This is an optimization exercise on Yosys and OpenROAD, whose aim is small area and a short achievable clock period, not a production implementation. The RTL was checked by simulation tests, not by an equivalence proof against the original design. Power figures rest on the tool's default switching activity, not on a simulated workload.

===== flow/flow/run.sh =====
#!/bin/bash
# Layout flow: the standard ORFS flow (standard synthesis, floorplan,
# placement, CTS, routing) with a larger setup-slack target for the timing
# repair steps, so that the repair keeps improving paths that already meet
# the 16 ns clock. The clock, I/O delays and all constraints are the standard flow's.
# Synthesis is the standard script with ADDER_MAP_FILE empty, so that
# full and half adders are mapped as ordinary gates rather than as the
# (slower) fa/ha cells; registers are unaffected.
set -euo pipefail
MARGIN=9
TNS=10
sed -e "s/\"\${@:-finish}\"/SETUP_SLACK_MARGIN=$MARGIN TNS_END_PERCENT=$TNS ADDER_MAP_FILE= \"\${@:-finish}\"/" standard.sh > standard_margin.sh
grep -q "SETUP_SLACK_MARGIN=$MARGIN TNS_END_PERCENT=$TNS ADDER_MAP_FILE=" standard_margin.sh
bash standard_margin.sh > standard.log 2>&1

===== flow/standard.sh =====
#!/bin/bash
# synth_recipe.tcl (not shown) runs the flow's synth.tcl, then flattens the netlist and writes it again
# the make line also repeats each setting of config.mk as NAME=value (left out here)
make -C /OpenROAD-flow-scripts/flow DESIGN_CONFIG=/design/flow/config.mk WORK_HOME=/design/flow/orfs CLKGATE_MAP_FILE= SYNTH_SCRIPT=/design/flow/synth_recipe.tcl "${@:-finish}"

===== flow/config.mk =====
export PLATFORM = sky130hd
export DESIGN_NAME = alu
export DESIGN_NICKNAME = alu
export VERILOG_FILES = /design/flow/design.v
export SDC_FILE = /design/flow/constraint.sdc
export NUM_CORES = 4
export LEC_CHECK = 0
export ABC_AREA = 1
export CAP_MARGIN = 20
export CORE_MARGIN = 2
export CORE_UTILIZATION = 65
export CTS_CLUSTER_DIAMETER = 80
export CTS_CLUSTER_SIZE = 20
export PLACE_DENSITY = 0.8
export SLEW_MARGIN = 20

===== flow/constraint.sdc =====
create_clock -name core_clock -period 16.0 [get_ports {clk}]
set_input_delay 3.2000 -clock core_clock [delete_from_list [all_inputs] [get_ports {clk}]]
set_output_delay 3.2000 -clock core_clock [all_outputs]
set_load 0.01 [all_outputs]

===== flow/design.v =====
module alu(instr,clk,rst,alucon,result,zero,so1,so2);
input [31:0] instr;
input clk;
input rst;
output [3:0] alucon;
output zero;
output reg [31:0] so1;
output reg [31:0] so2;
output [31:0] result;
  reg [2:0] ac;
  assign alucon = {1'b0, ac};
  reg [31:0] s0, s1, s2, s3, s4, s5, s6, s7;
  reg [32*27-1:0] mem;   
  reg        pend;       
  reg [2:0]  pend_rd;    
  reg        pend_ld;    
  reg [4:0]  maddr;      
  reg        mok;        
  reg [26:0] lsel;       
  reg        st;         
  reg [31:0] sdr;        
  reg [31:0] row0;
  reg [31:0] row1;
  reg [31:0] row2;
  reg [31:0] row3;
  reg cin;
  wire ps1 = row0[0] ^ row1[0];
  wire pc2 = row0[0] & row1[0];
  wire ph5 = row0[1] ^ row1[1];
  wire ps3 = ph5 ^ row2[1];
  wire pc4 = ph5 ? row2[1] : row0[1];
  wire ph8 = row0[2] ^ row1[2];
  wire ps6 = ph8 ^ row2[2];
  wire pc7 = ph8 ? row2[2] : row0[2];
  wire ph11 = row0[3] ^ row1[3];
  wire ps9 = ph11 ^ row2[3];
  wire pc10 = ph11 ? row2[3] : row0[3];
  wire ph14 = row0[4] ^ row1[4];
  wire ps12 = ph14 ^ row2[4];
  wire pc13 = ph14 ? row2[4] : row0[4];
  wire ph17 = row0[5] ^ row1[5];
  wire ps15 = ph17 ^ row2[5];
  wire pc16 = ph17 ? row2[5] : row0[5];
  wire ph20 = row0[6] ^ row1[6];
  wire ps18 = ph20 ^ row2[6];
  wire pc19 = ph20 ? row2[6] : row0[6];
  wire ph23 = row0[7] ^ row1[7];
  wire ps21 = ph23 ^ row2[7];
  wire pc22 = ph23 ? row2[7] : row0[7];
  wire ph26 = row0[8] ^ row1[8];
  wire ps24 = ph26 ^ row2[8];
  wire pc25 = ph26 ? row2[8] : row0[8];
  wire ph29 = row0[9] ^ row1[9];
  wire ps27 = ph29 ^ row2[9];
  wire pc28 = ph29 ? row2[9] : row0[9];
  wire ph32 = row0[10] ^ row1[10];
  wire ps30 = ph32 ^ row2[10];
  wire pc31 = ph32 ? row2[10] : row0[10];
  wire ph35 = row0[11] ^ row1[11];
  wire ps33 = ph35 ^ row2[11];
  wire pc34 = ph35 ? row2[11] : row0[11];
  wire ph38 = row0[12] ^ row1[12];
  wire ps36 = ph38 ^ row2[12];
  wire pc37 = ph38 ? row2[12] : row0[12];
  wire ph41 = row0[13] ^ row1[13];
  wire ps39 = ph41 ^ row2[13];
  wire pc40 = ph41 ? row2[13] : row0[13];
  wire ph44 = row0[14] ^ row1[14];
  wire ps42 = ph44 ^ row2[14];
  wire pc43 = ph44 ? row2[14] : row0[14];
  wire ph47 = row0[15] ^ row1[15];
  wire ps45 = ph47 ^ row2[15];
  wire pc46 = ph47 ? row2[15] : row0[15];
  wire ph50 = row0[16] ^ row1[16];
  wire ps48 = ph50 ^ row2[16];
  wire pc49 = ph50 ? row2[16] : row0[16];
  wire ph53 = row0[17] ^ row1[17];
  wire ps51 = ph53 ^ row2[17];
  wire pc52 = ph53 ? row2[17] : row0[17];
  wire ph56 = row0[18] ^ row1[18];
  wire ps54 = ph56 ^ row2[18];
  wire pc55 = ph56 ? row2[18] : row0[18];
  wire ph59 = row0[19] ^ row1[19];
  wire ps57 = ph59 ^ row2[19];
  wire pc58 = ph59 ? row2[19] : row0[19];
  wire ph62 = row0[20] ^ row1[20];
  wire ps60 = ph62 ^ row2[20];
  wire pc61 = ph62 ? row2[20] : row0[20];
  wire ph65 = row0[21] ^ row1[21];
  wire ps63 = ph65 ^ row2[21];
  wire pc64 = ph65 ? row2[21] : row0[21];
  wire ph68 = row0[22] ^ row1[22];
  wire ps66 = ph68 ^ row2[22];
  wire pc67 = ph68 ? row2[22] : row0[22];
  wire ph71 = row0[23] ^ row1[23];
  wire ps69 = ph71 ^ row2[23];
  wire pc70 = ph71 ? row2[23] : row0[23];
  wire ph74 = row0[24] ^ row1[24];
  wire ps72 = ph74 ^ row2[24];
  wire pc73 = ph74 ? row2[24] : row0[24];
  wire ph77 = row0[25] ^ row1[25];
  wire ps75 = ph77 ^ row2[25];
  wire pc76 = ph77 ? row2[25] : row0[25];
  wire ph80 = row0[26] ^ row1[26];
  wire ps78 = ph80 ^ row2[26];
  wire pc79 = ph80 ? row2[26] : row0[26];
  wire ph83 = row0[27] ^ row1[27];
  wire ps81 = ph83 ^ row2[27];
  wire pc82 = ph83 ? row2[27] : row0[27];
  wire ph86 = row0[28] ^ row1[28];
  wire ps84 = ph86 ^ row2[28];
  wire pc85 = ph86 ? row2[28] : row0[28];
  wire ph89 = row0[29] ^ row1[29];
  wire ps87 = ph89 ^ row2[29];
  wire pc88 = ph89 ? row2[29] : row0[29];
  wire ph92 = row0[30] ^ row1[30];
  wire ps90 = ph92 ^ row2[30];
  wire pc91 = ph92 ? row2[30] : row0[30];
  wire ph95 = row0[31] ^ row1[31];
  wire ps93 = ph95 ^ row2[31];
  wire pc94 = ph95 ? row2[31] : row0[31];
  wire ps96 = row2[0] ^ row3[0];
  wire pc97 = row2[0] & row3[0];
  wire ph100 = row3[1] ^ ps3;
  wire ps98 = ph100 ^ pc2;
  wire pc99 = ph100 ? pc2 : row3[1];
  wire ph103 = row3[2] ^ ps6;
  wire ps101 = ph103 ^ pc4;
  wire pc102 = ph103 ? pc4 : row3[2];
  wire ph106 = row3[3] ^ ps9;
  wire ps104 = ph106 ^ pc7;
  wire pc105 = ph106 ? pc7 : row3[3];
  wire ph109 = row3[4] ^ ps12;
  wire ps107 = ph109 ^ pc10;
  wire pc108 = ph109 ? pc10 : row3[4];
  wire ph112 = row3[5] ^ ps15;
  wire ps110 = ph112 ^ pc13;
  wire pc111 = ph112 ? pc13 : row3[5];
  wire ph115 = row3[6] ^ ps18;
  wire ps113 = ph115 ^ pc16;
  wire pc114 = ph115 ? pc16 : row3[6];
  wire ph118 = row3[7] ^ ps21;
  wire ps116 = ph118 ^ pc19;
  wire pc117 = ph118 ? pc19 : row3[7];
  wire ph121 = row3[8] ^ ps24;
  wire ps119 = ph121 ^ pc22;
  wire pc120 = ph121 ? pc22 : row3[8];
  wire ph124 = row3[9] ^ ps27;
  wire ps122 = ph124 ^ pc25;
  wire pc123 = ph124 ? pc25 : row3[9];
  wire ph127 = row3[10] ^ ps30;
  wire ps125 = ph127 ^ pc28;
  wire pc126 = ph127 ? pc28 : row3[10];
  wire ph130 = row3[11] ^ ps33;
  wire ps128 = ph130 ^ pc31;
  wire pc129 = ph130 ? pc31 : row3[11];
  wire ph133 = row3[12] ^ ps36;
  wire ps131 = ph133 ^ pc34;
  wire pc132 = ph133 ? pc34 : row3[12];
  wire ph136 = row3[13] ^ ps39;
  wire ps134 = ph136 ^ pc37;
  wire pc135 = ph136 ? pc37 : row3[13];
  wire ph139 = row3[14] ^ ps42;
  wire ps137 = ph139 ^ pc40;
  wire pc138 = ph139 ? pc40 : row3[14];
  wire ph142 = row3[15] ^ ps45;
  wire ps140 = ph142 ^ pc43;
  wire pc141 = ph142 ? pc43 : row3[15];
  wire ph145 = row3[16] ^ ps48;
  wire ps143 = ph145 ^ pc46;
  wire pc144 = ph145 ? pc46 : row3[16];
  wire ph148 = row3[17] ^ ps51;
  wire ps146 = ph148 ^ pc49;
  wire pc147 = ph148 ? pc49 : row3[17];
  wire ph151 = row3[18] ^ ps54;
  wire ps149 = ph151 ^ pc52;
  wire pc150 = ph151 ? pc52 : row3[18];
  wire ph154 = row3[19] ^ ps57;
  wire ps152 = ph154 ^ pc55;
  wire pc153 = ph154 ? pc55 : row3[19];
  wire ph157 = row3[20] ^ ps60;
  wire ps155 = ph157 ^ pc58;
  wire pc156 = ph157 ? pc58 : row3[20];
  wire ph160 = row3[21] ^ ps63;
  wire ps158 = ph160 ^ pc61;
  wire pc159 = ph160 ? pc61 : row3[21];
  wire ph163 = row3[22] ^ ps66;
  wire ps161 = ph163 ^ pc64;
  wire pc162 = ph163 ? pc64 : row3[22];
  wire ph166 = row3[23] ^ ps69;
  wire ps164 = ph166 ^ pc67;
  wire pc165 = ph166 ? pc67 : row3[23];
  wire ph169 = row3[24] ^ ps72;
  wire ps167 = ph169 ^ pc70;
  wire pc168 = ph169 ? pc70 : row3[24];
  wire ph172 = row3[25] ^ ps75;
  wire ps170 = ph172 ^ pc73;
  wire pc171 = ph172 ? pc73 : row3[25];
  wire ph175 = row3[26] ^ ps78;
  wire ps173 = ph175 ^ pc76;
  wire pc174 = ph175 ? pc76 : row3[26];
  wire ph178 = row3[27] ^ ps81;
  wire ps176 = ph178 ^ pc79;
  wire pc177 = ph178 ? pc79 : row3[27];
  wire ph181 = row3[28] ^ ps84;
  wire ps179 = ph181 ^ pc82;
  wire pc180 = ph181 ? pc82 : row3[28];
  wire ph184 = row3[29] ^ ps87;
  wire ps182 = ph184 ^ pc85;
  wire pc183 = ph184 ? pc85 : row3[29];
  wire ph187 = row3[30] ^ ps90;
  wire ps185 = ph187 ^ pc88;
  wire pc186 = ph187 ? pc88 : row3[30];
  wire ph190 = row3[31] ^ ps93;
  wire ps188 = ph190 ^ pc91;
  wire pc189 = ph190 ? pc91 : row3[31];
  wire [31:0] fa_ = {ps188, ps185, ps182, ps179, ps176, ps173, ps170, ps167, ps164, ps161, ps158, ps155, ps152, ps149, ps146, ps143, ps140, ps137, ps134, ps131, ps128, ps125, ps122, ps119, ps116, ps113, ps110, ps107, ps104, ps101, ps98, ps1};
  wire [31:0] fb_ = {pc186, pc183, pc180, pc177, pc174, pc171, pc168, pc165, pc162, pc159, pc156, pc153, pc150, pc147, pc144, pc141, pc138, pc135, pc132, pc129, pc126, pc123, pc120, pc117, pc114, pc111, pc108, pc105, pc102, pc99, pc97, ps96};
  wire arith = ac[2] | ac[1];
  wire [31:0] sum = fa_ + fb_ + {31'b0, cin};
  wire zsum = ~|(fa_ ^ fb_ ^ {fa_[30:0] | fb_[30:0], cin});
  wire [31:0] andv = so1 & so2;
  wire [31:0] orv = so1 | so2;
  assign result = arith ? sum : ac[0] ? orv : andv;
  assign zero = arith ? zsum : ac[0] ? ~|orv : ~|andv;
  reg [31:0] mrd;
  integer k;
  always @* begin
    mrd = 32'b0;
    for (k = 0; k < 27; k = k + 1)
      mrd = mrd | (mem[32*k +: 32] & {32{lsel[k]}});
  end
  wire [31:0] pv = mrd | (result & {32{~pend_ld}});
  wire [5:0] op = instr[31:26];
  wire [5:0] fn = instr[5:0];
  wire [4:0] rs = instr[25:21];
  wire [4:0] rt = instr[20:16];
  wire [4:0] rd = instr[15:11];
  wire [15:0] imm = instr[15:0];
  wire isR  = op == 6'h00;
  wire isLW = op == 6'h23;
  wire isSW = op == 6'h2b;
  wire isAI = op == 6'h08;
  wire isBQ = op == 6'h04;
  wire isI  = isLW | isSW | isAI;
  wire rs_ok = rs[4:3] == 2'b10;
  wire rt_ok = rt[4:3] == 2'b10;
  wire rd_ok = rd[4:3] == 2'b10;
  reg [2:0] ac_n;
  always @* begin
    ac_n = ac;
    if (isR) begin
      if (fn == 6'h20) ac_n = 3'd2;
      else if (fn == 6'h22) ac_n = 3'd3;
      else if (fn == 6'h24) ac_n = 3'd0;
      else if (fn == 6'h25) ac_n = 3'd1;
      else if (fn == 6'h18) ac_n = 3'd4;
    end else if (isI) ac_n = 3'd2;
    else if (isBQ) ac_n = 3'd3;
  end
  function [31:0] rdreg(input [2:0] a);
    case (a)
      3'd0: rdreg = s0; 3'd1: rdreg = s1; 3'd2: rdreg = s2; 3'd3: rdreg = s3;
      3'd4: rdreg = s4; 3'd5: rdreg = s5; 3'd6: rdreg = s6; default: rdreg = s7;
    endcase
  endfunction
  wire [7:0] pf, d1, d2;
  wire [31:0] sv [0:7];
  assign sv[0] = s0; assign sv[1] = s1; assign sv[2] = s2; assign sv[3] = s3;
  assign sv[4] = s4; assign sv[5] = s5; assign sv[6] = s6; assign sv[7] = s7;
  genvar g;
  generate
    for (g = 0; g < 8; g = g + 1) begin : g_rsel
      assign pf[g] = pend & (pend_rd == g);
      assign d1[g] = rs[2:0] == g;
      assign d2[g] = rt[2:0] == g;
    end
  endgenerate
  wire h1 = |(d1 & pf);
  wire h2 = |(d2 & pf);
  reg [31:0] r1, r2;
  integer m;
  always @* begin
    r1 = pv & {32{h1}};
    r2 = pv & {32{h2}};
    for (m = 0; m < 8; m = m + 1) begin
      r1 = r1 | (sv[m] & {32{d1[m] & ~pf[m]}});
      r2 = r2 | (sv[m] & {32{d2[m] & ~pf[m]}});
    end
  end
  wire [31:0] x = ((isR | isBQ | isI) & rs_ok) ? r1 : so1;
  wire [31:0] y = ((isR | isBQ) & rt_ok) ? r2 : isI ? {16'b0, imm} : so2;
  wire [31:0] eb = {16'b0, imm};
  wire [5:0] ea_lo = {1'b0, x[4:0]} + {1'b0, imm[4:0]};
  wire [31:0] ea_ph = x ^ eb;
  wire [31:0] ea_pg = x | eb;
  wire ea_hz = (ea_ph[5] == ea_lo[5]) & (ea_ph[31:6] == ea_pg[30:5]);
  wire ea_ok = ea_hz & (ea_lo[4:0] < 5'd27);
  wire [26:0] lsel_n;
  genvar q;
  generate
    for (q = 0; q < 27; q = q + 1) begin : g_lsel
      assign lsel_n[q] = isLW & ea_ok & (ea_lo[4:0] == q);
    end
  endgenerate
  wire bn0 = y[1];
  wire b10 = y[0] ^ 1'b0;
  wire b20 = (y[1] ^ y[0]) & ~(y[0] ^ 1'b0);
  wire [31:0] pp0 = ({32{b10}} & x[31:0] | {32{b20}} & {x[30:0], 1'b0}) ^ {32{bn0}};
  wire bn1 = y[3];
  wire b11 = y[2] ^ y[1];
  wire b21 = (y[3] ^ y[2]) & ~(y[2] ^ y[1]);
  wire [29:0] pp1 = ({30{b11}} & x[29:0] | {30{b21}} & {x[28:0], 1'b0}) ^ {30{bn1}};
  wire bn2 = y[5];
  wire b12 = y[4] ^ y[3];
  wire b22 = (y[5] ^ y[4]) & ~(y[4] ^ y[3]);
  wire [27:0] pp2 = ({28{b12}} & x[27:0] | {28{b22}} & {x[26:0], 1'b0}) ^ {28{bn2}};
  wire bn3 = y[7];
  wire b13 = y[6] ^ y[5];
  wire b23 = (y[7] ^ y[6]) & ~(y[6] ^ y[5]);
  wire [25:0] pp3 = ({26{b13}} & x[25:0] | {26{b23}} & {x[24:0], 1'b0}) ^ {26{bn3}};
  wire bn4 = y[9];
  wire b14 = y[8] ^ y[7];
  wire b24 = (y[9] ^ y[8]) & ~(y[8] ^ y[7]);
  wire [23:0] pp4 = ({24{b14}} & x[23:0] | {24{b24}} & {x[22:0], 1'b0}) ^ {24{bn4}};
  wire bn5 = y[11];
  wire b15 = y[10] ^ y[9];
  wire b25 = (y[11] ^ y[10]) & ~(y[10] ^ y[9]);
  wire [21:0] pp5 = ({22{b15}} & x[21:0] | {22{b25}} & {x[20:0], 1'b0}) ^ {22{bn5}};
  wire bn6 = y[13];
  wire b16 = y[12] ^ y[11];
  wire b26 = (y[13] ^ y[12]) & ~(y[12] ^ y[11]);
  wire [19:0] pp6 = ({20{b16}} & x[19:0] | {20{b26}} & {x[18:0], 1'b0}) ^ {20{bn6}};
  wire bn7 = y[15];
  wire b17 = y[14] ^ y[13];
  wire b27 = (y[15] ^ y[14]) & ~(y[14] ^ y[13]);
  wire [17:0] pp7 = ({18{b17}} & x[17:0] | {18{b27}} & {x[16:0], 1'b0}) ^ {18{bn7}};
  wire bn8 = y[17];
  wire b18 = y[16] ^ y[15];
  wire b28 = (y[17] ^ y[16]) & ~(y[16] ^ y[15]);
  wire [15:0] pp8 = ({16{b18}} & x[15:0] | {16{b28}} & {x[14:0], 1'b0}) ^ {16{bn8}};
  wire bn9 = y[19];
  wire b19 = y[18] ^ y[17];
  wire b29 = (y[19] ^ y[18]) & ~(y[18] ^ y[17]);
  wire [13:0] pp9 = ({14{b19}} & x[13:0] | {14{b29}} & {x[12:0], 1'b0}) ^ {14{bn9}};
  wire bn10 = y[21];
  wire b110 = y[20] ^ y[19];
  wire b210 = (y[21] ^ y[20]) & ~(y[20] ^ y[19]);
  wire [11:0] pp10 = ({12{b110}} & x[11:0] | {12{b210}} & {x[10:0], 1'b0}) ^ {12{bn10}};
  wire bn11 = y[23];
  wire b111 = y[22] ^ y[21];
  wire b211 = (y[23] ^ y[22]) & ~(y[22] ^ y[21]);
  wire [9:0] pp11 = ({10{b111}} & x[9:0] | {10{b211}} & {x[8:0], 1'b0}) ^ {10{bn11}};
  wire bn12 = y[25];
  wire b112 = y[24] ^ y[23];
  wire b212 = (y[25] ^ y[24]) & ~(y[24] ^ y[23]);
  wire [7:0] pp12 = ({8{b112}} & x[7:0] | {8{b212}} & {x[6:0], 1'b0}) ^ {8{bn12}};
  wire bn13 = y[27];
  wire b113 = y[26] ^ y[25];
  wire b213 = (y[27] ^ y[26]) & ~(y[26] ^ y[25]);
  wire [5:0] pp13 = ({6{b113}} & x[5:0] | {6{b213}} & {x[4:0], 1'b0}) ^ {6{bn13}};
  wire bn14 = y[29];
  wire b114 = y[28] ^ y[27];
  wire b214 = (y[29] ^ y[28]) & ~(y[28] ^ y[27]);
  wire [3:0] pp14 = ({4{b114}} & x[3:0] | {4{b214}} & {x[2:0], 1'b0}) ^ {4{bn14}};
  wire bn15 = y[31];
  wire b115 = y[30] ^ y[29];
  wire b215 = (y[31] ^ y[30]) & ~(y[30] ^ y[29]);
  wire pp15_0 = b115 & x[0];
  wire pp15_1 = b115 ? (x[1] ^ (bn15 & x[0])) : (b215 & x[0]);
  wire ms191 = pp0[24] ^ pp1[22];
  wire mc192 = pp0[24] & pp1[22];
  wire ms193 = pp0[25] ^ pp1[23];
  wire mc194 = pp0[25] & pp1[23];
  wire mh197 = pp0[26] ^ pp1[24];
  wire ms195 = mh197 ^ pp2[22];
  wire mc196 = mh197 ? pp2[22] : pp0[26];
  wire ms198 = pp3[20] ^ pp4[18];
  wire mc199 = pp3[20] & pp4[18];
  wire mh202 = pp0[27] ^ pp1[25];
  wire ms200 = mh202 ^ pp2[23];
  wire mc201 = mh202 ? pp2[23] : pp0[27];
  wire ms203 = pp3[21] ^ pp4[19];
  wire mc204 = pp3[21] & pp4[19];
  wire mh207 = pp0[28] ^ pp1[26];
  wire ms205 = mh207 ^ pp2[24];
  wire mc206 = mh207 ? pp2[24] : pp0[28];
  wire mh210 = pp3[22] ^ pp4[20];
  wire ms208 = mh210 ^ pp5[18];
  wire mc209 = mh210 ? pp5[18] : pp3[22];
  wire ms211 = pp6[16] ^ pp7[14];
  wire mc212 = pp6[16] & pp7[14];
  wire mh215 = pp0[29] ^ pp1[27];
  wire ms213 = mh215 ^ pp2[25];
  wire mc214 = mh215 ? pp2[25] : pp0[29];
  wire mh218 = pp3[23] ^ pp4[21];
  wire ms216 = mh218 ^ pp5[19];
  wire mc217 = mh218 ? pp5[19] : pp3[23];
  wire ms219 = pp6[17] ^ pp7[15];
  wire mc220 = pp6[17] & pp7[15];
  wire mh223 = pp0[30] ^ pp1[28];
  wire ms221 = mh223 ^ pp2[26];
  wire mc222 = mh223 ? pp2[26] : pp0[30];
  wire mh226 = pp3[24] ^ pp4[22];
  wire ms224 = mh226 ^ pp5[20];
  wire mc225 = mh226 ? pp5[20] : pp3[24];
  wire mh229 = pp6[18] ^ pp7[16];
  wire ms227 = mh229 ^ pp8[14];
  wire mc228 = mh229 ? pp8[14] : pp6[18];
  wire ms230 = pp0[16] ^ pp1[14];
  wire mc231 = pp0[16] & pp1[14];
  wire ms232 = pp0[17] ^ pp1[15];
  wire mc233 = pp0[17] & pp1[15];
  wire mh236 = pp0[18] ^ pp1[16];
  wire ms234 = mh236 ^ pp2[14];
  wire mc235 = mh236 ? pp2[14] : pp0[18];
  wire ms237 = pp3[12] ^ pp4[10];
  wire mc238 = pp3[12] & pp4[10];
  wire mh241 = pp0[19] ^ pp1[17];
  wire ms239 = mh241 ^ pp2[15];
  wire mc240 = mh241 ? pp2[15] : pp0[19];
  wire ms242 = pp3[13] ^ pp4[11];
  wire mc243 = pp3[13] & pp4[11];
  wire mh246 = pp0[20] ^ pp1[18];
  wire ms244 = mh246 ^ pp2[16];
  wire mc245 = mh246 ? pp2[16] : pp0[20];
  wire mh249 = pp3[14] ^ pp4[12];
  wire ms247 = mh249 ^ pp5[10];
  wire mc248 = mh249 ? pp5[10] : pp3[14];
  wire ms250 = pp6[8] ^ pp7[6];
  wire mc251 = pp6[8] & pp7[6];
  wire mh254 = pp0[21] ^ pp1[19];
  wire ms252 = mh254 ^ pp2[17];
  wire mc253 = mh254 ? pp2[17] : pp0[21];
  wire mh257 = pp3[15] ^ pp4[13];
  wire ms255 = mh257 ^ pp5[11];
  wire mc256 = mh257 ? pp5[11] : pp3[15];
  wire ms258 = pp6[9] ^ pp7[7];
  wire mc259 = pp6[9] & pp7[7];
  wire mh262 = pp0[22] ^ pp1[20];
  wire ms260 = mh262 ^ pp2[18];
  wire mc261 = mh262 ? pp2[18] : pp0[22];
  wire mh265 = pp3[16] ^ pp4[14];
  wire ms263 = mh265 ^ pp5[12];
  wire mc264 = mh265 ? pp5[12] : pp3[16];
  wire mh268 = pp6[10] ^ pp7[8];
  wire ms266 = mh268 ^ pp8[6];
  wire mc267 = mh268 ? pp8[6] : pp6[10];
  wire ms269 = pp9[4] ^ pp10[2];
  wire mc270 = pp9[4] & pp10[2];
  wire mh273 = pp0[23] ^ pp1[21];
  wire ms271 = mh273 ^ pp2[19];
  wire mc272 = mh273 ? pp2[19] : pp0[23];
  wire mh276 = pp3[17] ^ pp4[15];
  wire ms274 = mh276 ^ pp5[13];
  wire mc275 = mh276 ? pp5[13] : pp3[17];
  wire mh279 = pp6[11] ^ pp7[9];
  wire ms277 = mh279 ^ pp8[7];
  wire mc278 = mh279 ? pp8[7] : pp6[11];
  wire ms280 = pp9[5] ^ pp10[3];
  wire mc281 = pp9[5] & pp10[3];
  wire mh284 = pp2[20] ^ pp3[18];
  wire ms282 = mh284 ^ pp4[16];
  wire mc283 = mh284 ? pp4[16] : pp2[20];
  wire mh287 = pp5[14] ^ pp6[12];
  wire ms285 = mh287 ^ pp7[10];
  wire mc286 = mh287 ? pp7[10] : pp5[14];
  wire mh290 = pp8[8] ^ pp9[6];
  wire ms288 = mh290 ^ pp10[4];
  wire mc289 = mh290 ? pp10[4] : pp8[8];
  wire mh293 = pp11[2] ^ pp12[0];
  wire ms291 = mh293 ^ bn12;
  wire mc292 = mh293 ? bn12 : pp11[2];
  wire mh296 = pp2[21] ^ pp3[19];
  wire ms294 = mh296 ^ pp4[17];
  wire mc295 = mh296 ? pp4[17] : pp2[21];
  wire mh299 = pp5[15] ^ pp6[13];
  wire ms297 = mh299 ^ pp7[11];
  wire mc298 = mh299 ? pp7[11] : pp5[15];
  wire mh302 = pp8[9] ^ pp9[7];
  wire ms300 = mh302 ^ pp10[5];
  wire mc301 = mh302 ? pp10[5] : pp8[9];
  wire mh305 = pp11[3] ^ pp12[1];
  wire ms303 = mh305 ^ ms193;
  wire mc304 = mh305 ? ms193 : pp11[3];
  wire mh308 = pp5[16] ^ pp6[14];
  wire ms306 = mh308 ^ pp7[12];
  wire mc307 = mh308 ? pp7[12] : pp5[16];
  wire mh311 = pp8[10] ^ pp9[8];
  wire ms309 = mh311 ^ pp10[6];
  wire mc310 = mh311 ? pp10[6] : pp8[10];
  wire mh314 = pp11[4] ^ pp12[2];
  wire ms312 = mh314 ^ pp13[0];
  wire mc313 = mh314 ? pp13[0] : pp11[4];
  wire mh317 = bn13 ^ ms195;
  wire ms315 = mh317 ^ ms198;
  wire mc316 = mh317 ? ms198 : bn13;
  wire mh320 = pp5[17] ^ pp6[15];
  wire ms318 = mh320 ^ pp7[13];
  wire mc319 = mh320 ? pp7[13] : pp5[17];
  wire mh323 = pp8[11] ^ pp9[9];
  wire ms321 = mh323 ^ pp10[7];
  wire mc322 = mh323 ? pp10[7] : pp8[11];
  wire mh326 = pp11[5] ^ pp12[3];
  wire ms324 = mh326 ^ pp13[1];
  wire mc325 = mh326 ? pp13[1] : pp11[5];
  wire mh329 = ms200 ^ ms203;
  wire ms327 = mh329 ^ mc196;
  wire mc328 = mh329 ? mc196 : ms200;
  wire mh332 = pp8[12] ^ pp9[10];
  wire ms330 = mh332 ^ pp10[8];
  wire mc331 = mh332 ? pp10[8] : pp8[12];
  wire mh335 = pp11[6] ^ pp12[4];
  wire ms333 = mh335 ^ pp13[2];
  wire mc334 = mh335 ? pp13[2] : pp11[6];
  wire mh338 = pp14[0] ^ bn14;
  wire ms336 = mh338 ^ ms205;
  wire mc337 = mh338 ? ms205 : pp14[0];
  wire mh341 = ms208 ^ ms211;
  wire ms339 = mh341 ^ mc201;
  wire mc340 = mh341 ? mc201 : ms208;
  wire mh344 = pp8[13] ^ pp9[11];
  wire ms342 = mh344 ^ pp10[9];
  wire mc343 = mh344 ? pp10[9] : pp8[13];
  wire mh347 = pp11[7] ^ pp12[5];
  wire ms345 = mh347 ^ pp13[3];
  wire mc346 = mh347 ? pp13[3] : pp11[7];
  wire mh350 = pp14[1] ^ ms213;
  wire ms348 = mh350 ^ ms216;
  wire mc349 = mh350 ? ms216 : pp14[1];
  wire mh353 = ms219 ^ mc206;
  wire ms351 = mh353 ^ mc209;
  wire mc352 = mh353 ? mc209 : ms219;
  wire mh356 = pp9[12] ^ pp10[10];
  wire ms354 = mh356 ^ pp11[8];
  wire mc355 = mh356 ? pp11[8] : pp9[12];
  wire mh359 = pp12[6] ^ pp13[4];
  wire ms357 = mh359 ^ pp14[2];
  wire mc358 = mh359 ? pp14[2] : pp12[6];
  wire mh362 = pp15_0 ^ ms221;
  wire ms360 = mh362 ^ ms224;
  wire mc361 = mh362 ? ms224 : pp15_0;
  wire mh365 = ms227 ^ mc214;
  wire ms363 = mh365 ^ mc217;
  wire mc364 = mh365 ? mc217 : ms227;
  wire ms366 = pp0[10] ^ pp1[8];
  wire mc367 = pp0[10] & pp1[8];
  wire ms368 = pp0[11] ^ pp1[9];
  wire mc369 = pp0[11] & pp1[9];
  wire mh372 = pp0[12] ^ pp1[10];
  wire ms370 = mh372 ^ pp2[8];
  wire mc371 = mh372 ? pp2[8] : pp0[12];
  wire ms373 = pp3[6] ^ pp4[4];
  wire mc374 = pp3[6] & pp4[4];
  wire mh377 = pp0[13] ^ pp1[11];
  wire ms375 = mh377 ^ pp2[9];
  wire mc376 = mh377 ? pp2[9] : pp0[13];
  wire ms378 = pp3[7] ^ pp4[5];
  wire mc379 = pp3[7] & pp4[5];
  wire mh382 = pp0[14] ^ pp1[12];
  wire ms380 = mh382 ^ pp2[10];
  wire mc381 = mh382 ? pp2[10] : pp0[14];
  wire mh385 = pp3[8] ^ pp4[6];
  wire ms383 = mh385 ^ pp5[4];
  wire mc384 = mh385 ? pp5[4] : pp3[8];
  wire ms386 = pp6[2] ^ pp7[0];
  wire mc387 = pp6[2] & pp7[0];
  wire mh390 = pp0[15] ^ pp1[13];
  wire ms388 = mh390 ^ pp2[11];
  wire mc389 = mh390 ? pp2[11] : pp0[15];
  wire mh393 = pp3[9] ^ pp4[7];
  wire ms391 = mh393 ^ pp5[5];
  wire mc392 = mh393 ? pp5[5] : pp3[9];
  wire ms394 = pp6[3] ^ pp7[1];
  wire mc395 = pp6[3] & pp7[1];
  wire mh398 = pp2[12] ^ pp3[10];
  wire ms396 = mh398 ^ pp4[8];
  wire mc397 = mh398 ? pp4[8] : pp2[12];
  wire mh401 = pp5[6] ^ pp6[4];
  wire ms399 = mh401 ^ pp7[2];
  wire mc400 = mh401 ? pp7[2] : pp5[6];
  wire mh404 = pp8[0] ^ bn8;
  wire ms402 = mh404 ^ ms230;
  wire mc403 = mh404 ? ms230 : pp8[0];
  wire mh407 = pp2[13] ^ pp3[11];
  wire ms405 = mh407 ^ pp4[9];
  wire mc406 = mh407 ? pp4[9] : pp2[13];
  wire mh410 = pp5[7] ^ pp6[5];
  wire ms408 = mh410 ^ pp7[3];
  wire mc409 = mh410 ? pp7[3] : pp5[7];
  wire mh413 = pp8[1] ^ ms232;
  wire ms411 = mh413 ^ mc231;
  wire mc412 = mh413 ? mc231 : pp8[1];
  wire mh416 = pp5[8] ^ pp6[6];
  wire ms414 = mh416 ^ pp7[4];
  wire mc415 = mh416 ? pp7[4] : pp5[8];
  wire mh419 = pp8[2] ^ pp9[0];
  wire ms417 = mh419 ^ bn9;
  wire mc418 = mh419 ? bn9 : pp8[2];
  wire mh422 = ms234 ^ ms237;
  wire ms420 = mh422 ^ mc233;
  wire mc421 = mh422 ? mc233 : ms234;
  wire mh425 = pp5[9] ^ pp6[7];
  wire ms423 = mh425 ^ pp7[5];
  wire mc424 = mh425 ? pp7[5] : pp5[9];
  wire mh428 = pp8[3] ^ pp9[1];
  wire ms426 = mh428 ^ ms239;
  wire mc427 = mh428 ? ms239 : pp8[3];
  wire mh431 = ms242 ^ mc235;
  wire ms429 = mh431 ^ mc238;
  wire mc430 = mh431 ? mc238 : ms242;
  wire mh434 = pp8[4] ^ pp9[2];
  wire ms432 = mh434 ^ pp10[0];
  wire mc433 = mh434 ? pp10[0] : pp8[4];
  wire mh437 = bn10 ^ ms244;
  wire ms435 = mh437 ^ ms247;
  wire mc436 = mh437 ? ms247 : bn10;
  wire mh440 = ms250 ^ mc240;
  wire ms438 = mh440 ^ mc243;
  wire mc439 = mh440 ? mc243 : ms250;
  wire mh443 = pp8[5] ^ pp9[3];
  wire ms441 = mh443 ^ pp10[1];
  wire mc442 = mh443 ? pp10[1] : pp8[5];
  wire mh446 = ms252 ^ ms255;
  wire ms444 = mh446 ^ ms258;
  wire mc445 = mh446 ? ms258 : ms252;
  wire mh449 = mc245 ^ mc248;
  wire ms447 = mh449 ^ mc251;
  wire mc448 = mh449 ? mc251 : mc245;
  wire mh452 = pp11[0] ^ bn11;
  wire ms450 = mh452 ^ ms260;
  wire mc451 = mh452 ? ms260 : pp11[0];
  wire mh455 = ms263 ^ ms266;
  wire ms453 = mh455 ^ ms269;
  wire mc454 = mh455 ? ms269 : ms263;
  wire mh458 = mc253 ^ mc256;
  wire ms456 = mh458 ^ mc259;
  wire mc457 = mh458 ? mc259 : mc253;
  wire mh461 = pp11[1] ^ ms271;
  wire ms459 = mh461 ^ ms274;
  wire mc460 = mh461 ? ms274 : pp11[1];
  wire mh464 = ms277 ^ ms280;
  wire ms462 = mh464 ^ mc261;
  wire mc463 = mh464 ? mc261 : ms277;
  wire mh467 = mc264 ^ mc267;
  wire ms465 = mh467 ^ mc270;
  wire mc466 = mh467 ? mc270 : mc264;
  wire mh470 = ms191 ^ ms282;
  wire ms468 = mh470 ^ ms285;
  wire mc469 = mh470 ? ms285 : ms191;
  wire mh473 = ms288 ^ ms291;
  wire ms471 = mh473 ^ mc272;
  wire mc472 = mh473 ? mc272 : ms288;
  wire mh476 = mc275 ^ mc278;
  wire ms474 = mh476 ^ mc281;
  wire mc475 = mh476 ? mc281 : mc275;
  wire mh479 = mc192 ^ ms294;
  wire ms477 = mh479 ^ ms297;
  wire mc478 = mh479 ? ms297 : mc192;
  wire mh482 = ms300 ^ ms303;
  wire ms480 = mh482 ^ mc283;
  wire mc481 = mh482 ? mc283 : ms300;
  wire mh485 = mc286 ^ mc289;
  wire ms483 = mh485 ^ mc292;
  wire mc484 = mh485 ? mc292 : mc286;
  wire mh488 = mc194 ^ ms306;
  wire ms486 = mh488 ^ ms309;
  wire mc487 = mh488 ? ms309 : mc194;
  wire mh491 = ms312 ^ ms315;
  wire ms489 = mh491 ^ mc295;
  wire mc490 = mh491 ? mc295 : ms312;
  wire mh494 = mc298 ^ mc301;
  wire ms492 = mh494 ^ mc304;
  wire mc493 = mh494 ? mc304 : mc298;
  wire mh497 = mc199 ^ ms318;
  wire ms495 = mh497 ^ ms321;
  wire mc496 = mh497 ? ms321 : mc199;
  wire mh500 = ms324 ^ ms327;
  wire ms498 = mh500 ^ mc307;
  wire mc499 = mh500 ? mc307 : ms324;
  wire mh503 = mc310 ^ mc313;
  wire ms501 = mh503 ^ mc316;
  wire mc502 = mh503 ? mc316 : mc310;
  wire mh506 = mc204 ^ ms330;
  wire ms504 = mh506 ^ ms333;
  wire mc505 = mh506 ? ms333 : mc204;
  wire mh509 = ms336 ^ ms339;
  wire ms507 = mh509 ^ mc319;
  wire mc508 = mh509 ? mc319 : ms336;
  wire mh512 = mc322 ^ mc325;
  wire ms510 = mh512 ^ mc328;
  wire mc511 = mh512 ? mc328 : mc322;
  wire mh515 = mc212 ^ ms342;
  wire ms513 = mh515 ^ ms345;
  wire mc514 = mh515 ? ms345 : mc212;
  wire mh518 = ms348 ^ ms351;
  wire ms516 = mh518 ^ mc331;
  wire mc517 = mh518 ? mc331 : ms348;
  wire mh521 = mc334 ^ mc337;
  wire ms519 = mh521 ^ mc340;
  wire mc520 = mh521 ? mc340 : mc334;
  wire mh524 = mc220 ^ ms354;
  wire ms522 = mh524 ^ ms357;
  wire mc523 = mh524 ? ms357 : mc220;
  wire mh527 = ms360 ^ ms363;
  wire ms525 = mh527 ^ mc343;
  wire mc526 = mh527 ? mc343 : ms360;
  wire mh530 = mc346 ^ mc349;
  wire ms528 = mh530 ^ mc352;
  wire mc529 = mh530 ? mc352 : mc346;
  wire ms531 = pp0[6] ^ pp1[4];
  wire mc532 = pp0[6] & pp1[4];
  wire ms533 = pp0[7] ^ pp1[5];
  wire mc534 = pp0[7] & pp1[5];
  wire mh537 = pp0[8] ^ pp1[6];
  wire ms535 = mh537 ^ pp2[4];
  wire mc536 = mh537 ? pp2[4] : pp0[8];
  wire ms538 = pp3[2] ^ pp4[0];
  wire mc539 = pp3[2] & pp4[0];
  wire mh542 = pp0[9] ^ pp1[7];
  wire ms540 = mh542 ^ pp2[5];
  wire mc541 = mh542 ? pp2[5] : pp0[9];
  wire ms543 = pp3[3] ^ pp4[1];
  wire mc544 = pp3[3] & pp4[1];
  wire mh547 = pp2[6] ^ pp3[4];
  wire ms545 = mh547 ^ pp4[2];
  wire mc546 = mh547 ? pp4[2] : pp2[6];
  wire mh550 = pp5[0] ^ bn5;
  wire ms548 = mh550 ^ ms366;
  wire mc549 = mh550 ? ms366 : pp5[0];
  wire mh553 = pp2[7] ^ pp3[5];
  wire ms551 = mh553 ^ pp4[3];
  wire mc552 = mh553 ? pp4[3] : pp2[7];
  wire mh556 = pp5[1] ^ ms368;
  wire ms554 = mh556 ^ mc367;
  wire mc555 = mh556 ? mc367 : pp5[1];
  wire mh559 = pp5[2] ^ pp6[0];
  wire ms557 = mh559 ^ bn6;
  wire mc558 = mh559 ? bn6 : pp5[2];
  wire mh562 = ms370 ^ ms373;
  wire ms560 = mh562 ^ mc369;
  wire mc561 = mh562 ? mc369 : ms370;
  wire mh565 = pp5[3] ^ pp6[1];
  wire ms563 = mh565 ^ ms375;
  wire mc564 = mh565 ? ms375 : pp5[3];
  wire mh568 = ms378 ^ mc371;
  wire ms566 = mh568 ^ mc374;
  wire mc567 = mh568 ? mc374 : ms378;
  wire mh571 = bn7 ^ ms380;
  wire ms569 = mh571 ^ ms383;
  wire mc570 = mh571 ? ms383 : bn7;
  wire mh574 = ms386 ^ mc376;
  wire ms572 = mh574 ^ mc379;
  wire mc573 = mh574 ? mc379 : ms386;
  wire mh577 = ms388 ^ ms391;
  wire ms575 = mh577 ^ ms394;
  wire mc576 = mh577 ? ms394 : ms388;
  wire mh580 = mc381 ^ mc384;
  wire ms578 = mh580 ^ mc387;
  wire mc579 = mh580 ? mc387 : mc381;
  wire mh583 = ms396 ^ ms399;
  wire ms581 = mh583 ^ ms402;
  wire mc582 = mh583 ? ms402 : ms396;
  wire mh586 = mc389 ^ mc392;
  wire ms584 = mh586 ^ mc395;
  wire mc585 = mh586 ? mc395 : mc389;
  wire mh589 = ms405 ^ ms408;
  wire ms587 = mh589 ^ ms411;
  wire mc588 = mh589 ? ms411 : ms405;
  wire mh592 = mc397 ^ mc400;
  wire ms590 = mh592 ^ mc403;
  wire mc591 = mh592 ? mc403 : mc397;
  wire mh595 = ms414 ^ ms417;
  wire ms593 = mh595 ^ ms420;
  wire mc594 = mh595 ? ms420 : ms414;
  wire mh598 = mc406 ^ mc409;
  wire ms596 = mh598 ^ mc412;
  wire mc597 = mh598 ? mc412 : mc406;
  wire mh601 = ms423 ^ ms426;
  wire ms599 = mh601 ^ ms429;
  wire mc600 = mh601 ? ms429 : ms423;
  wire mh604 = mc415 ^ mc418;
  wire ms602 = mh604 ^ mc421;
  wire mc603 = mh604 ? mc421 : mc415;
  wire mh607 = ms432 ^ ms435;
  wire ms605 = mh607 ^ ms438;
  wire mc606 = mh607 ? ms438 : ms432;
  wire mh610 = mc424 ^ mc427;
  wire ms608 = mh610 ^ mc430;
  wire mc609 = mh610 ? mc430 : mc424;
  wire mh613 = ms441 ^ ms444;
  wire ms611 = mh613 ^ ms447;
  wire mc612 = mh613 ? ms447 : ms441;
  wire mh616 = mc433 ^ mc436;
  wire ms614 = mh616 ^ mc439;
  wire mc615 = mh616 ? mc439 : mc433;
  wire mh619 = ms450 ^ ms453;
  wire ms617 = mh619 ^ ms456;
  wire mc618 = mh619 ? ms456 : ms450;
  wire mh622 = mc442 ^ mc445;
  wire ms620 = mh622 ^ mc448;
  wire mc621 = mh622 ? mc448 : mc442;
  wire mh625 = ms459 ^ ms462;
  wire ms623 = mh625 ^ ms465;
  wire mc624 = mh625 ? ms465 : ms459;
  wire mh628 = mc451 ^ mc454;
  wire ms626 = mh628 ^ mc457;
  wire mc627 = mh628 ? mc457 : mc451;
  wire mh631 = ms468 ^ ms471;
  wire ms629 = mh631 ^ ms474;
  wire mc630 = mh631 ? ms474 : ms468;
  wire mh634 = mc460 ^ mc463;
  wire ms632 = mh634 ^ mc466;
  wire mc633 = mh634 ? mc466 : mc460;
  wire mh637 = ms477 ^ ms480;
  wire ms635 = mh637 ^ ms483;
  wire mc636 = mh637 ? ms483 : ms477;
  wire mh640 = mc469 ^ mc472;
  wire ms638 = mh640 ^ mc475;
  wire mc639 = mh640 ? mc475 : mc469;
  wire mh643 = ms486 ^ ms489;
  wire ms641 = mh643 ^ ms492;
  wire mc642 = mh643 ? ms492 : ms486;
  wire mh646 = mc478 ^ mc481;
  wire ms644 = mh646 ^ mc484;
  wire mc645 = mh646 ? mc484 : mc478;
  wire mh649 = ms495 ^ ms498;
  wire ms647 = mh649 ^ ms501;
  wire mc648 = mh649 ? ms501 : ms495;
  wire mh652 = mc487 ^ mc490;
  wire ms650 = mh652 ^ mc493;
  wire mc651 = mh652 ? mc493 : mc487;
  wire mh655 = ms504 ^ ms507;
  wire ms653 = mh655 ^ ms510;
  wire mc654 = mh655 ? ms510 : ms504;
  wire mh658 = mc496 ^ mc499;
  wire ms656 = mh658 ^ mc502;
  wire mc657 = mh658 ? mc502 : mc496;
  wire mh661 = ms513 ^ ms516;
  wire ms659 = mh661 ^ ms519;
  wire mc660 = mh661 ? ms519 : ms513;
  wire mh664 = mc505 ^ mc508;
  wire ms662 = mh664 ^ mc511;
  wire mc663 = mh664 ? mc511 : mc505;
  wire mh667 = ms522 ^ ms525;
  wire ms665 = mh667 ^ ms528;
  wire mc666 = mh667 ? ms528 : ms522;
  wire mh670 = mc514 ^ mc517;
  wire ms668 = mh670 ^ mc520;
  wire mc669 = mh670 ? mc520 : mc514;
  wire x671 = pp0[31] ^ pp1[29];
  wire x672 = pp2[27] ^ pp3[25];
  wire x673 = pp4[23] ^ pp5[21];
  wire x674 = pp6[19] ^ pp7[17];
  wire x675 = pp8[15] ^ pp9[13];
  wire x676 = pp10[11] ^ pp11[9];
  wire x677 = pp12[7] ^ pp13[5];
  wire x678 = pp14[3] ^ pp15_1;
  wire x679 = x671 ^ x672;
  wire x680 = x673 ^ x674;
  wire x681 = x675 ^ x676;
  wire x682 = x677 ^ x678;
  wire x683 = x679 ^ x680;
  wire x684 = x681 ^ x682;
  wire x685 = x683 ^ x684;
  wire x686 = mc222 ^ mc355;
  wire x687 = mc364 ^ mc529;
  wire x688 = x686 ^ x687;
  wire x689 = mc225 ^ mc358;
  wire x690 = mc523 ^ mc666;
  wire x691 = x689 ^ x690;
  wire x692 = mc228 ^ mc361;
  wire x693 = mc526 ^ mc669;
  wire x694 = x692 ^ x693;
  wire [31:0] mrow0 = {x685, ms665, ms659, ms653, ms647, ms641, ms635, ms629, ms623, ms617, ms611, ms605, ms599, ms593, ms587, ms581, ms575, ms569, ms563, ms557, ms551, ms545, ms540, bn4, pp2[3], pp2[2], pp0[5], pp0[4], pp0[3], pp0[2], pp0[1], pp0[0]};
  wire [31:0] mrow1 = {x688, ms668, ms662, ms656, ms650, ms644, ms638, ms632, ms626, ms620, ms614, ms608, ms602, ms596, ms590, ms584, ms578, ms572, ms566, ms560, ms554, ms548, ms543, ms535, pp3[1], pp3[0], pp1[3], pp1[2], pp1[1], pp1[0], 1'b0, bn0};
  wire [31:0] mrow2 = {x691, mc660, mc654, mc648, mc642, mc636, mc630, mc624, mc618, mc612, mc606, mc600, mc594, mc588, mc582, mc576, mc570, mc564, mc558, mc552, mc546, mc541, mc536, ms538, ms533, bn3, pp2[1], pp2[0], 1'b0, bn1, 1'b0, 1'b0};
  wire [31:0] mrow3 = {x694, mc663, mc657, mc651, mc645, mc639, mc633, mc627, mc621, mc615, mc609, mc603, mc597, mc591, mc585, mc579, mc573, mc567, mc561, mc555, mc549, mc544, mc539, mc534, mc532, ms531, 1'b0, bn2, 1'b0, 1'b0, 1'b0, 1'b0};
  wire mul_n = ac_n == 3'd4;
  wire sub_n = ac_n == 3'd3;
  always @(posedge clk) begin
    if (rst) begin
      ac <= 3'd0; so1 <= 32'b0; so2 <= 32'b0;
      pend <= 1'b0; st <= 1'b0;
    end else begin
      ac <= ac_n; so1 <= x; so2 <= y;
      pend <= (isR & rd_ok) | ((isAI | isLW) & rt_ok);
      st <= isSW & rt_ok & ea_ok;
    end
    pend_rd <= isR ? rd[2:0] : rt[2:0];
    pend_ld <= isLW;
    maddr <= ea_lo[4:0];
    mok <= ea_ok;
    lsel <= lsel_n;
    sdr <= r2;
    row0 <= mul_n ? mrow0 : x;
    row1 <= mul_n ? mrow1 : (sub_n ? ~y : y);
    row2 <= mul_n ? mrow2 : 32'b0;
    row3 <= mul_n ? mrow3 : 32'b0;
    cin <= sub_n & ~mul_n;
  end
  wire [31:0] pv0 = pv & {32{~rst}};
  wire [7:0] swe;
  genvar w;
  generate
    for (w = 0; w < 8; w = w + 1) begin : g_swe
      assign swe[w] = rst | (pend && pend_rd == w);
    end
  endgenerate
  always @(posedge clk) begin
    if (swe[0]) s0 <= pv0;
    if (swe[1]) s1 <= pv0;
    if (swe[2]) s2 <= pv0;
    if (swe[3]) s3 <= pv0;
    if (swe[4]) s4 <= pv0;
    if (swe[5]) s5 <= pv0;
    if (swe[6]) s6 <= pv0;
    if (swe[7]) s7 <= pv0;
  end
  wire [31:0] sd = sdr;
  wire [31:0] sd0 = sd & {32{~rst}};
  wire [31:0] sd1 = sd | {32{rst}};
  generate
    for (w = 0; w < 27; w = w + 1) begin : g_mem
      wire we = rst | (st && maddr == w);
      wire [31:0] c = (w < 18) ? w + 1 : 32'b0;
      always @(posedge clk)
        if (we) mem[32*w +: 32] <= (c & sd1) | (~c & sd0);
    end
  endgenerate
endmodule

==> impl_results.md, run 1 <==
- Crit path launch type: input pin
- Pin count of the biggest net entering global routing: 84
- Drt pass-1 iters: 15
- P per Cell Area: 91.96 nW/um^2
- P&R area growth vs syn: 15.15%
- Critical path endpoint category: flop
- Commonest non-fill, non-tap cell in the layout: nand2_1
- LEAKAGE: 0.03243 uW
- Nets@finish: a little under 8,000
- Syn nets: 7,637
- Total Routing Usage GR: 49.14%
- RSZ-0062 raised after global routing: true
- Max Slew Vio Count: 0
- Sink Count: 1,378
- Max VDD drop: about 120 uV
- Clk buf depth: 3
- Die ar.: around 110,000 um^2
- Post-synthesis async set-or-reset flop share: 0%
- Post-Place Setup Slack: 5.602 ns
- Wire length per cell: 30.47 um
- Mapped Cells: 7,603
- Vias in the first global route: 59,292
- CP required: 16.66 ns
- Root Buffer: clkbuf_16
- Ports: 135
- Max reg flops: 864
- Synth Register Bits: 1,378
- Final worst setup slack: 8.712 ns
- Yosys cell types: slightly above 80
- Status: timing/DRC/antenna clean
- Worst-Margin Slew: 1.204 ns
- Avg Cell Area, Syn: 9.248 um^2
- Hold Path Class: flop to flop
- CP Class: input pin to flop
- DR vias: about 65,000
- Fin Clk Skew: roughly 0.041 ns
- Die H: 332.9 um
- Minimum clock period: about 7.3 ns
- Register with the most flip-flops: mem
- TritonCTS Buffers: 83
- I/O Buffers: 133
- Core area: 107,200 um^2
- Register clock-pin slew on the reported worst setup and hold paths: approximately 0.080 ns
- Register area share after synthesis: 55.18%
- Filler cells: 7,194
- Routed Wire Length: 285,900 um
- CTS H-tree depth: 3
- Final Cycle Share: 45.55%
- Final hold violation count: 0
- CP Data Arrival Time: 7.95 ns
- Top_reg_cell synth: edfxtp_1
- Initial DRC Count: 12,076
- Initial Util: 65.59%
- CTS tree: yes
- Row Count: 120
- DP HPWL: 176,100 um
- Max transition margin: 19.71%
- Mapped Area: 70,310 um^2
- Fmax: around 140 MHz
- GP Congestion: between 1 and 1.5
- Vias per Instance: 6.881
- YS warnings: 1
- Die X: 332.9 um
- Hold_buf cts: 0
- # DRC: 0
- Commonest non-fill, non-tap cells in the layout: nand2_1 (2,135), edfxtp_1 (1,120), inv_1 (581), nand3_1 (456), nor2_1 (338)
- Setup Viol. Count Final: 0
- Initial antenna violation count: 13
- Layout cells sized above 1: 16.00%
- Tot Pwr: around 7400 uW
- Clock latency on the worst-skew pair: about 0.73 ns
- Final setup TNS: 0 ns
- Total gr overflow: 0
- Post-route ant nets: 0
- Max-cap viol count: 0
- Number of synthesized flops with an enable pin: 1,120
- First-pass GRT wire length: 392,700 um
- Worst-path fanout max: 28
[where the power goes]
group | switching, uW | total [uW] | leakage (uW) | internal [uW]
clock network | 1220 | 2240 | 0.00119 | 1020
logic | 727 | 1000 | 0.0177 | 277
registers | 83.7 | 4200 | 0.0136 | 4120
[worst max-delay path, stage by stage]
cell        delay, ns
buf_2            0.22
inv_4            0.08
nor3_1           0.22
inv_1            0.12
nor2_2           0.15
buf_12           0.25
clkinvlp_4       0.26
o22ai_1          0.16
nor2_1           0.05
nand2_1          0.11
inv_1            0.07
nand2_2          0.25
nand2_1          0.18
nand2_4          0.23
nand2_1          0.15
nand2_2          0.11
nand2_4          0.15
o22ai_1          0.19
xor2_1           0.19
or2_1            0.15
nand2_1          0.10
o21ai_1          0.78
xnor2_1          0.20
nand2_1          0.12
nand2_1          0.05
o21ai_1          0.13
[final timing paths]
path | from | to | slack [ns] | cells after the start
setup / recovery | instr[16] | row1[22]$_DFF_P_ | 8.71 | 26
setup reg to reg | lsel[13]$_DFF_P_ | row1[22]$_DFF_P_ | 9.69 | 24
hold reg to reg | s7[5]$_DFFE_PP_ | sdr[5]$_DFF_P_ | 0.58 | 2
hold / removal | s7[5]$_DFFE_PP_ | sdr[5]$_DFF_P_ | 0.58 | 2
[per-stage QoR]
stage / instances / utilization (%) / hold WS (ns) / cell area (um^2)
after floorplan: 7603 / - / 0.4782 / 70310
after global placement: 9000 / 68.83 / 0.5911 / 73780
after detailed placement: 9000 / 68.83 / 0.6153 / 73780
after CTS: 9217 / 72.87 / 0.5869 / 78120
after global routing: 9373 / 75.50 / 0.6078 / 80940
final: 9382 / 75.53 / 0.5756 / 80970
[per-layer routing]
layer  up-vias  global-route usage [%]  part of all wire (%)
met4        12                   36.50                    10
met3      1901                   19.55                    17
met1     29622                   58.89                    32
met2      6149                   71.57                    41
li1      26876                       -                     -
met5         -                  0.4342                  0.11
[synth_stat cells, drive strengths merged, types with 3 or more instances]
master / count / area, um^2
o21ai: 273 / 1411
nand2b: 3 / 18.77
dfxtp: 258 / 5165
maj3: 8 / 83.83
o211ai: 29 / 217.7
a221o: 4 / 40.04
o22ai: 267 / 1902
nor2: 402 / 1643
o2111ai: 21 / 183.9
o41ai: 3 / 26.28
and2: 23 / 143.9
nand3b: 37 / 296.5
or2: 87 / 549.3
a2111oi: 39 / 341.6
o21a: 4 / 30.03
a32o: 8 / 80.08
nand3: 531 / 2863
nand4: 152 / 963.4
xor2: 288 / 2575
nor3: 34 / 170.2
a21boi: 40 / 352.9
edfxtp: 1120 / 33630
nand2: 2348 / 9196
or3: 3 / 18.77
a31oi: 9 / 56.30
nor4: 30 / 187.7
a211oi: 17 / 127.6
o221ai: 15 / 131.4
inv: 690 / 2597
or4: 11 / 82.58
clkinv: 4 / 16.26
a22o: 76 / 665.6
a221oi: 117 / 1025
a21oi: 252 / 1329
a22oi: 10 / 75.07
buf: 158 / 873.3
a21o: 10 / 75.07
clkbuf: 154 / 578.1
xnor2: 52 / 463.0
[area by class of cell]
class	instances	area (um^2)	share of cell area, %
Sequential cell	1378	38820	47.95
Multi-Input combinational cell	5229	29950	36.99
Timing Repair Buffer	520	4997	6.172
Inverter	694	2874	3.550
Clock buffer	130	2296	2.836
Tap cell	1403	1755	2.168
Clock inverter	15	219.0	0.2704
Timing Repair inverter	4	35.03	0.04327
Antenna cell	9	22.52	0.02782
[repair_timing]
action	in CTS	in global routing
buffers inserted	59	139
setup endpoints to repair	182	120
gates resized for setup	289	367
pin swaps	39	73
cloned	13	16
endpoints found under the hold margin	0	0
[cell families (layout without fill, tap and decap cells)]
kind of cell	after synthesis	in the layout	share of synthesized area, %
compound gates	1204	1205	11.60
xor+xnor	340	340	4.320
other cells	1	10	0.005333
mux	1	1	0.01424
fa+ha+maj	8	8	0.1192
flops	1378	1378	55.18
simple gates	3665	3674	22.99
buf+inv	1006	1363	5.781
==> inputs of run 2 (changes only) <==
--- a/flow/config.mk
+++ b/flow/config.mk
@@ -10,6 +10,6 @@
 export CORE_MARGIN = 2
-export CORE_UTILIZATION = 65
+export CORE_UTILIZATION = 55
 export CTS_CLUSTER_DIAMETER = 80
 export CTS_CLUSTER_SIZE = 20
-export PLACE_DENSITY = 0.8
+export PLACE_DENSITY = 0.7
 export SLEW_MARGIN = 20
==> run 2 against run 1 <==
Combinational power barely moved; synthesized cell count stayed put; hold slack improved by 0.038 ns; setup slack better by 0.15 ns; fmax increased by 2.1%; first-iteration DRC count is 18% lower; critical endpoint is now result[30]; area after synthesis did not move; critical path type is now flop to output pin; die area up 18%; sequential cell count is the same.
==> impl_results.md, run 2 <==
- R2R depth: 30 (+25%)
- Crit path launch type: flop
- TritonCTS Buffers: 87 (+4.8%)
- Filler cells: 10,281 (+43%)
- Reg area: 38,830 um^2 (about the same)
- Worst-Margin Slew: 1.337 ns (+0.1322 ns)
- Syn nets: 7,637 (unchanged)
- Row Count: 131 (+9.2%)
- Placed Cells: 9,261 (+2.9%)
- Max transition margin: 10.08% (-9.6 points)
- CP required: 12.80 ns (-3.86 ns)
- First-pass GRT wire length: 396,300 um (+0.92%)
- Commonest non-fill, non-tap cell in the layout: nand2_1
- M2 GR Usage: 63.62% (-8.0 points)
- Most frequent cell after synthesis: nand2_1
- LEAKAGE: 0.03259 uW (+0.49%)
- Clock latency on the worst-skew pair: 0.76 ns (+0.03 ns)
- CP Data Arrival Time: 3.94 ns (-4.01 ns)
- Commonest non-fill, non-tap cells in the layout: nand2_1 (2,125), edfxtp_1 (1,120), inv_1 (584), nand3_1 (456), nor2_1 (340)
- Final setup TNS: 0 ns (unchanged)
- Top cell family by delay on the critical path: simple AND/OR/NAND/NOR gates
- Register area share after synthesis: 55.18% (unchanged)
- Setup Viol. Count Final: 0 (unchanged)
- Die ar.: 130,700 um^2 (+18%)
- Core area: 127,200 um^2 (+19%)
- Logic gate share of total power: 13.1% (-0.4 points)
- I/O Buffers: 133 (unchanged)
- P_sw: 2058 uW (+1.2%)
- CP Depth: 18 (-31%)
- Top cell by count, worst path: nand2_1
- Initial Util: 55.28% (-10 points)
- CTS tree: yes
- Post-route ant nets: 0 (unchanged)
- Status: timing/DRC/antenna clean
- Drt pass-1 iters: 11 (-4)
- Initial antenna violation count: 12 (-1)
- Final hold violation count: 0 (unchanged)
- Area share of the largest cell type after synthesis: 47.83% (unchanged)
- Hold Path Class: flop to flop
- Seq pwr share: 55.6% (-0.8 points)
- Yosys cell types: 82 (unchanged)
- Buf/Inv on CP: 2 (-4)
- Final Cycle Share: 44.61% (-0.94 points)
- Max Slew Vio Count: 0 (unchanged)
- Register clock-pin slew on the reported worst setup and hold paths: 0.09 ns (about the same)
- Fmax: 140.1 MHz (+2.1%)
- Pin count of the biggest net entering global routing: 64 (-24%)
- YS warnings: 1 (unchanged)
- Critical path endpoint category: output pin
- Nets@finish: 7,939 (-0.063%)
- GR peak layer: met2
- DR vias: 62,466 (-3.2%)
- Synth area leaders: edfxtp_1 (48%), nand2_1 (12%), dfxtp_1 (7.3%)
- GP Congestion: 1.054 (-1.5%)
- Minimum clock period: 7.137 ns (-0.1510 ns)
- Switch share: 27.27% (-0.064 points)
- P per Cell Area: 92.43 nW/um^2 (+0.51%)
- CP Class: flop to output pin
- Wire length per cell: 29.61 um (-2.8%)
- Met1 Use GR: 53.03% (-5.9 points)
- Worst-path fanout max: 3 (-89%)
- Register with the most flip-flops: mem
- Mapped Area: 70,310 um^2 (unchanged)
- Vias in the first global route: 57,105 (-3.7%)
- Avg Cell Area, Syn: 9.248 um^2 (unchanged)
- Slowest cell on crit path: clkdlybuf4s50_1
- Top_reg_cell synth: edfxtp_1
- Total Routing Usage GR: 42.22% (-6.9 points)
- Routed Wire Length: 285,500 um (-0.15%)
- Ports: 135 (unchanged)
- Final instance count without filler cells: 9,643 (+2.8%)
- Vias per Instance: 6.478 (-5.9%)
- Worst hold stages: 2 (unchanged)
- DP HPWL: 180,600 um (+2.6%)
- Final Core Density: 64.22% (-11 points)
- Root Buffer: clkbuf_16
- Max VDD drop: 138.4 uV (+12%)
- Sink Count: 1,378 (unchanged)
- CP max stage delay: 0.56 ns (-0.22 ns)
- Die X: 361.6 um (+8.6%)
- Layout cells sized above 1: 16.52% (+0.52 points)
- Multi-input gate area: 30,050 um^2 (+0.34%)
- Initial DRC Count: 9,890 (-18%)
- GRT met3 Usage: 13.02% (-6.5 points)
- Number of synthesized flops with an enable pin: 1,120 (unchanged)
- Synth Register Bits: 1,378 (unchanged)
- Cell internal pwr: 5491 uW (+1.5%)
- Max-cap viol count: 0 (unchanged)
- Most instantiated cells after synthesis: nand2_1 (2,233), edfxtp_1 (1,120), inv_1 (608)
- Total gr overflow: 0 (unchanged)
- Mapped Cells: 7,603 (unchanged)
- # DRC: 0 (unchanged)
- Max reg flops: 864 (unchanged)
- Die H: 361.6 um (+8.6%)
- P&R area growth vs syn: 16.16%
- Synth area leader: edfxtp_1
- Clk buf depth: 3 (unchanged)
- Clock network power share: 31.4% (+1.3 points)
- CP Cell Sequence: inv_1 -> nand2_2 -> nand2_1 -> nand2_1 -> nand2_1 -> nor2_1 -> a21oi_1 -> o21ai_4 -> nand2_2 -> a21boi_4 -> nand2_1 -> nand3_1 -> nand3_1 -> nand2_1 -> nand2_1 -> nand3_2 -> and2_1 -> clkdlybuf4s50_1
- RSZ-0062 raised after global routing: true
- Fin Clk Skew: 0.05434 ns (+0.01350 ns)
- CTS H-tree depth: 3 (unchanged)
- Post-synthesis async set-or-reset flop share: 0% (unchanged)
- Hold_buf cts: 0 (unchanged)
==> run 2: worst paths after layout <==
kind	from	endpoint	slack [ns]
worst max-delay path	row0[2]$_DFF_P_	result[30]	8.86
worst min-delay path	s3[9]$_DFFE_PP_	sdr[9]$_DFF_P_	0.61
worst max register to register	ac[2]$_SDFF_PP0_	lsel[14]$_DFF_P_	9.95
worst min register to register	s3[9]$_DFFE_PP_	sdr[9]$_DFF_P_	0.61
==> run 2: cells by family (layout without fill, tap and decap cells) <==
logic type | after synthesis | in the layout | share of synthesized area, %
adder cells (fa/ha/maj) | 8 | 8 | 0.1192
buffers and inverters | 1006 | 1377 | 5.781
XOR/XNOR | 340 | 340 | 4.320
AND/OR/NAND/NOR | 3665 | 3670 | 22.99
other | 1 | 3 | 0.005333
flip-flops | 1378 | 1378 | 55.18
multiplexers | 1 | 1 | 0.01424
AO/OA/AOI/OAI | 1204 | 1204 | 11.60
==> run 2: layout make-up <==
type | instances | area share, %
antenna | 2 | 0.006128
clock buffer | 132 | 2.897
clock inverter | 31 | 0.5208
inverter | 694 | 3.510
multi-input combinational | 5224 | 36.79
sequential | 1378 | 47.54
tap | 1662 | 2.546
timing repair buffer | 516 | 6.147
timing repair inverter | 4 | 0.04289
==> run 2: stage by stage <==
step | power (uW) | area [um^2] | setup slack (ns) | hold slack [ns]
CTS | 7461 | 79440 | 8.910 | 0.5849
detailed placement | 5105 | 74140 | 5.817 | 0.5678
global route | 7741 | 81670 | 8.711 | 0.6175
global placement | 5089 | 74120 | 5.762 | 0.5557
finish | 7549 | 81680 | 8.863 | 0.6139
floorplan | 4774 | 70310 | 9.255 | 0.4782
==> run 2: what timing repair did <==
action / CTS / global route
gates resized for setup: 386 / 295
pin swaps: 57 / 77
endpoints found under the setup margin: 159 / 120
gates cloned: 15 / 10
buffers inserted: 80 / 111
==> run 2: worst reg2reg max path, delay by kind of cell (launching register included) <==
family	cells	cell delay, ns
and+or+nand+nor	20	2.96
DFF	1	0.39
buffers and inverters	5	1.00
AOI/OAI and AO/OA	5	1.61
==> run 2: power by group through the flow <==
stage / combinational (uW) / sequential (uW) / clock (uW)
3_3_place_gp: 827 / 4260 / 0
4_1_cts: 893 / 4190 / 2380
5_1_grt: 1030 / 4210 / 2500
3_5_place_dp: 835 / 4270 / 0
6_report: 986 / 4190 / 2370
2_1_floorplan: 521 / 4250 / 0
==> run 2: routing by layer <==
| metal | vias to the layer above | wire [um] | share of wire [%] |
|---|---|---|---|
| met3 | 1257 | 40760 | 14 |
| li1 | 26860 | - | - |
| met4 | 10 | 22860 | 8.0 |
| met2 | 4821 | 121900 | 43 |
| met1 | 29518 | 99950 | 35 |
| met5 | - | 69 | 0.024 |

## port drivers added, routing unchanged
How much do the figures lean on ideal ports? The routed layouts below were timed once more, with nothing changed but the port constraints.
Step 1: set_driving_cell puts a clkbuf_16 on clk and a buf_2 on each other input, an assumption about the parent block.
Step 2, shift: input delay + t, output delay - t, t = (earliest + latest rising clock arrival at the registers) / 2. This alone moves slack from input paths to output paths.
Three values: ideal ports, drivers, drivers and shift; two values: the first two.
run	t, ns	setup slack, ns	worst setup path after step 2	latest minus earliest clock arrival (ns)
run 1	0.786	8.712 / 8.764 / 7.978	input to register	0.041 / 0.040
run 2	0.809	8.863 / 8.785 / 8.151	input to register	0.054 / 0.054
After both steps every run listed still meets setup and hold. The setup slack of run 1, which loses most, moves by +0.052 ns with the drivers and by -0.734 ns with both steps.
